This is an optimization exercise on Yosys and OpenROAD, whose aim is small area, a short achievable clock period and few clock cycles, not a production implementation. No run shown here included a check of the RTL's function; only the layout flow was run.

## flow/design.v (module list and top-level ports; edited modules follow where they fit)
// module geofence: 1488 lines
// module geofence_aoi: 5 lines
// module geofence_oai: 5 lines
// module geofence_mux: 5 lines
// module geofence_fa: 6 lines
module geofence (clk, reset, X, Y, valid, is_inside);
  // ...
==> flow/run.sh <==
#!/bin/bash
# synth_recipe.tcl (not shown) runs the flow's synth.tcl, then flattens the netlist and writes it again
# the make line also repeats each setting of config.mk as NAME=value (left out here)
make -C /OpenROAD-flow-scripts/flow DESIGN_CONFIG=/design/flow/config.mk WORK_HOME=/design/flow/orfs CLKGATE_MAP_FILE= SYNTH_SCRIPT=/design/flow/synth_recipe.tcl finish
==> flow/config.mk <==
export PLATFORM = sky130hd
export DESIGN_NAME = geofence
export DESIGN_NICKNAME = geofence
export VERILOG_FILES = /design/flow/design.v
export SDC_FILE = /design/flow/constraint.sdc
export NUM_CORES = 4
export LEC_CHECK = 0
export CAP_MARGIN = 20
export CORE_MARGIN = 2
export CORE_UTILIZATION = 60
export SETUP_SLACK_MARGIN = 5
export SLEW_MARGIN = 20
export SYNTH_HIERARCHICAL = 1
export SYNTH_MINIMUM_KEEP_SIZE = 0
export TNS_END_PERCENT = 0
==> flow/constraint.sdc <==
create_clock -name core_clock -period 10.0 [get_ports {clk}]
set_input_delay 2.0000 -clock core_clock [delete_from_list [all_inputs] [get_ports {clk}]]
set_output_delay 2.0000 -clock core_clock [all_outputs]
set_load 0.01 [all_outputs]
==> results.toml, run 1 <==
[global_routing]
use_met3_pct = 5.626
grt_util_all_layers_pct = 30.43
met2_usage_pct = 50.63
gr-total-overflow = 0
use_met1_pct = 40.84

[logic_synthesis]
syn_inst = 1479
syn_area_um2 = 14500
synthFlopType = "edfxtp_1"
synth.most_common_cell = "nand2_1"

[run_status]
status = "finished clean"

[finish]
multi_input_area_share_pct = 68.97
seq_share_pct = 15.87
antenna_cells = 0
clock_buffers = 10
final_common_cell = "nand2_1"
nFillCells = 1842
clock_cell_area_share_pct = 1.927
nNetsFinal = 1967
syn_to_final_growth_pct = 12.83

[drt]
first_pass_iters = 6
routed_wl_mm = 36.64
detail-route-antenna-nets = 0

[place]
place.gp.congestion = 0.8636
io_buffer_count = 23
post-dp-hpwl_mm = 24.95
dp_slack_ns = 3.823

[critical_path]
cp_top_family = "adder cells"
slowest_delay_ns = 0.64
crit_type = "reg2reg"
start_kind = "flop"

[floorplanning]
die-area_um2 = 25430
n_tap_cell = 319

[sta]
slew_headroom_pct = 15.83
worst_slew_pin_slew_ns = 1.260
holdWs_ns = 0.4786

[min_path]
whs_path_depth = 2

[cts]
cts_buffers = 9
hold_buffers = 0
==> inputs of run 2 (changes only) <==
--- a/flow/design.v
+++ b/flow/design.v
@@ -1445,21 +1445,34 @@
 wire ub_x = 1'b1 ^ 1'b0;
 wire a_le0 = (a1 == a2) ? ua_x ^ a1 : a1 | az;
 wire a_le1 = (a1 == a2) ? ~(ua_x ^ a1) : a1 | az;
 wire b_ge0 = (b1 == b2) ? ~(ub_x ^ b1) : ~b1 | bz;
 wire b_ge1 = (b1 == b2) ? ub_x ^ b1 : ~b1 | bz;
 wire a_le, b_ge;
 geofence_mux ma (.s(ua_g), .a(a_le0), .b(a_le1), .y(a_le));  
 geofence_mux mb (.s(ub_g), .a(b_ge0), .b(b_ge1), .y(b_ge));  
+wire [21:0] v_q = {vxs, vys, vxm, vym};
+wire [21:0] a_q = {axs, ays, axm, aym};
+wire [21:0] b_q = {bxs, bys, bxm, bym};
 wire opp = (axs ^ vxs) | (ays ^ vys);
 wire hit = vz | (a_le & b_ge & (~deg | opp));
 wire new_a = a_le & ~b_ge;
 wire new_b = ~a_le & b_ge;
 wire first = (ph == 4'd2);
+wire ld_a = first | new_a;
+wire ld_b = first | new_b;
+wire [21:0] a_nx, b_nx;
+genvar gi;
+generate
+    for (gi = 0; gi < 22; gi = gi + 1) begin : ldm
+        geofence_mux mxa (.s(ld_a), .a(a_q[gi]), .b(v_q[gi]), .y(a_nx[gi]));
+        geofence_mux mxb (.s(ld_b), .a(b_q[gi]), .b(v_q[gi]), .y(b_nx[gi]));
+    end
+endgenerate
 wire ins_nx = first ? vz : (ins | hit);
 always @(posedge clk or posedge reset) begin
     if (reset) begin
         ph <= 4'd0;
         valid <= 1'b0;
     end else begin
         valid <= (ph == 4'd7);
         ph <= (ph == 4'd8) ? 4'd0 : ph + 4'd1;
@@ -1469,22 +1482,18 @@
     if (ph == 4'd0) begin
         rx <= X;
         ry <= Y;
     end
     vxs <= dx[10];
     vys <= dy[10];
     vxm <= dxm;
     vym <= dym;
-    if (first | new_a) begin
-        axs <= vxs; ays <= vys; axm <= vxm; aym <= vym;
-    end
-    if (first | new_b) begin
-        bxs <= vxs; bys <= vys; bxm <= vxm; bym <= vym;
-    end
+    {axs, ays, axm, aym} <= a_nx;
+    {bxs, bys, bxm, bym} <= b_nx;
     deg <= first | (deg & ~new_a & ~new_b);
     ins <= ins_nx;
     if (ph == 4'd7)
         is_inside <= ins_nx;
 end
 endmodule
 module geofence_aoi (gh, ph, gl, y);
 input gh, ph, gl;
==> run 2 against run 1 <==
Against the previous run:
- still clean on timing, DRC and antenna
- first-iteration DRC count up 11%
- via count increased by 1.6%
- critical path depth up 1
- global-route usage grew 0.53 points
==> results.toml, run 2 <==
[cts]
htree_levels = 3
clk_pin_slew_ns = 0.08
clockRootBuffer = "clkbuf_16"
insertion_delay_ns = 0.37
cts_tree = "yes"
clockBufferDepth = 2
cts_buffers = 9
clock_sink_count = 94

[critical_path]
crit_arrival_ns = 5.95
crit_chain = "buf_12 -> and2_1 -> ha_1 -> fa_1 -> fa_1 -> fa_1 -> fa_1 -> fa_1 -> fa_1 -> o22ai_2 -> inv_1 -> a21oi_2 -> o21ai_1 -> a21oi_2 -> o21ai_2 -> mux2_4 -> nand2b_4 -> nand2_8 -> mux2_4"
endpoint = "aym[1]"
required_ns = 10.25
r2r_slack_ns = 4.30
crit_cells = 19
crit_slowest_cell = "fa_1"
r2r-start = "vym[9]"
r2r_end = "aym[1]"
critPathCaptureType = "flop"
cp_top_family = "adder cells"
crit_fanout = 6
crit_start = "vym[9]"
crit_type = "reg2reg"
reg2reg_depth = 19
cpMostUsedCell = "fa_1"
slowest_delay_ns = 0.55
worst-path-buf-inv = 2
start_kind = "flop"

[drt]
drc = 0
avgRoutedWirePerCell_um = 20.69
routed_via_density = 5.876
routed_wl_mm = 38.48
first_pass_iters = 5
num_vias = 10929
drtIter0Drc = 902
detail-route-antenna-nets = 0

[logic_synthesis]
netlist_top_cells_count = "nand2_1, fa_1, inv_1"
synth.distinct_cells = 55
synthFlopType = "dfxtp_1"
yosysTopAreaCell = "fa_1"
syn_inst = 1523
synth_top_area_share_pct = 44.05
synth_seq_cells = 94
synth_edf_count = 21
async_reset_ff_share_pct = 5.319
syn_area_um2 = 14720
yosysWarnings = 7
synth.area.top_cells = "fa_1, nand2_1, dfxtp_1"
syn_avg_cell_area_um2 = 9.668
synth.most_common_cell = "nand2_1"
yosysSeqAreaShare_pct = 14.38
syn_nets = 1938

[global_routing]
antenna_found_initial = 1
grt_pass1_vias = 11492
grt_first_pass_wirelength_mm = 61.35
grt_util_all_layers_pct = 30.96
gr-total-overflow = 0
grt_max_degree = 24

[floorplanning]
core.rowCount = 57
ios = 24
die_h_um = 160.7
coreArea_um2 = 24180
die-area_um2 = 25810
die_w_um = 160.7
start_util_pct = 60.90

[place]
place.gp.congestion = 0.8658
post_dp_cell_area_um2 = 15250
io_buffer_count = 23
post-dp-hpwl_mm = 25.57
dp_slack_ns = 3.535

[sta]
min_period_over_period_pct = 56.99
setup_viol = 0
setup-tns-final_ns = 0
slew_viol_final = 0
finalHoldViolCount = 0
final.setup.worst_slack_ns = 4.301
slew_headroom_pct = 40.12
min_period_ns = 5.699
rsz0062_at_grt = "yes"
timing.fmax_ghz = 0.1755
skew_ns = 0.01475
worst_slew_pin_slew_ns = 0.8950

[finish]
final_common_cell = "nand2_1"
drive_gt1_share_pct = 15.64
final_area_um2 = 16490
final_core_util_pct = 68.20
syn_to_final_growth_pct = 11.99
nNetsFinal = 1945
final_cell_mix = "nand2_1, fa_1, inv_1"

[job]
maxCapViolCount = 0

[min_path]
hold_class = "reg2reg"

[run_status]
status = "finished clean"
[run 2: repair_timing]
item,4_1_cts,5_1_grt
setup endpoints to repair,51,55
buffers inserted,17,15
gates resized for setup,95,45
hold buffers,0,0
pin swaps,6,11
cloned,7,4
[run 2: per-layer routing]
layer	vias to the layer above	share of wire (%)	track usage (%)
met5	-	0	0
met4	0	3.1	10.36
met3	75	8.4	6.379
met2	463	49	50.33
met1	5604	40	41.99
li1	4787	-	-
[run 2: cell families after synthesis]
logic type	synth area share, %
and+or+nand+nor	16.81
adders and majority gates	49.92
buffers and inverters	6.212
AOI/OAI and AO/OA	5.651
DFF	14.38
muxes	4.835
xor gates and xnor gates	2.201
[run 2: how the worst min path moves through the flow]
stage                     depth (start not counted)  slack (ns)    end  startpoint
final                                             2        0.46    deg         deg
after CTS                                         2        0.46    deg         deg
after floorplan                                   2        0.43    deg         deg
after global placement                            2        0.47    deg         deg
after detailed placement                          2        0.45    deg         deg
after global routing                              1        0.52  ph[0]       ph[0]
[run 2: Yosys stat by module, one instance, submodules excluded]
module / cell area, um2 / cells / flops+latches
geofence: 7352 / 1117 / 94
geofence_aoi: 8.758 / 1 / 0
geofence_fa: 20.02 / 1 / 0
geofence_mux: 15.01 / 1 / 0
geofence_oai: 5.005 / 1 / 0
[run 2: through the flow]
| stage | hold WS (ns) | cells |
|---|---|---|
| 3_5_place_dp | 0.4486 | 1800 |
| 6_report | 0.4643 | 1860 |
| 5_1_grt | 0.5210 | 1859 |
| 2_1_floorplan | 0.4341 | 1523 |
| 3_3_place_gp | 0.4726 | 1800 |
| 4_1_cts | 0.4627 | 1840 |
[run 2: area by class of cell]
type / instances / area (um2)
Sequential cell: 94 / 2255
Inverter: 159 / 596.8
Tap cell: 324 / 405.4
Antenna cell: 1 / 2.502
Clock buffer: 9 / 225.2
Fill cell: 1873 / 7687
Multi-Input combinational cell: 1192 / 12010
Clock inverter: 7 / 62.56
Timing Repair Buffer: 74 / 935.9
[run 2: worst register-to-register path: cells and delay by family (launching register included)]
kind,cells,cell delay (ns)
compound gates,5,0.67
buf+inv,2,0.22
flops,1,0.37
fa+ha+maj,7,3.07
simple gates,3,0.60
mux,2,0.67

==> what the ideal ports hide <==
No port has a modelled driver above. Below, the same layouts with a new extraction and two added sets of constraints. Step 1 (the two cells are an assumption about what drives the block):
set clk [get_ports {clk}]
set_driving_cell -lib_cell sky130_fd_sc_hd__clkbuf_16 $clk
set_driving_cell -lib_cell sky130_fd_sc_hd__buf_2 [delete_from_list [all_inputs] $clk]
Step 2, shift: input delay + t, output delay - t, t = (earliest + latest rising clock arrival at the registers) / 2. This alone moves slack from input paths to output paths. Three values: ideal ports, drivers, drivers and shift; two values: the first two.
run	shift t [ns]	slack for setup (ns)	worst setup path after step 2	worst data-port slew with drivers (ns)	cell pins on the clock port's net
run 1	0.405	4.369 / 4.369 / 4.315	input to register	0.04	1
run 2	0.411	4.301 / 4.301 / 4.224	input to register	0.04	1
After both steps every run listed still meets setup and hold. For run 2, which loses most, drivers alone change the setup slack by 0.000 ns; drivers and shift together by -0.077 ns.
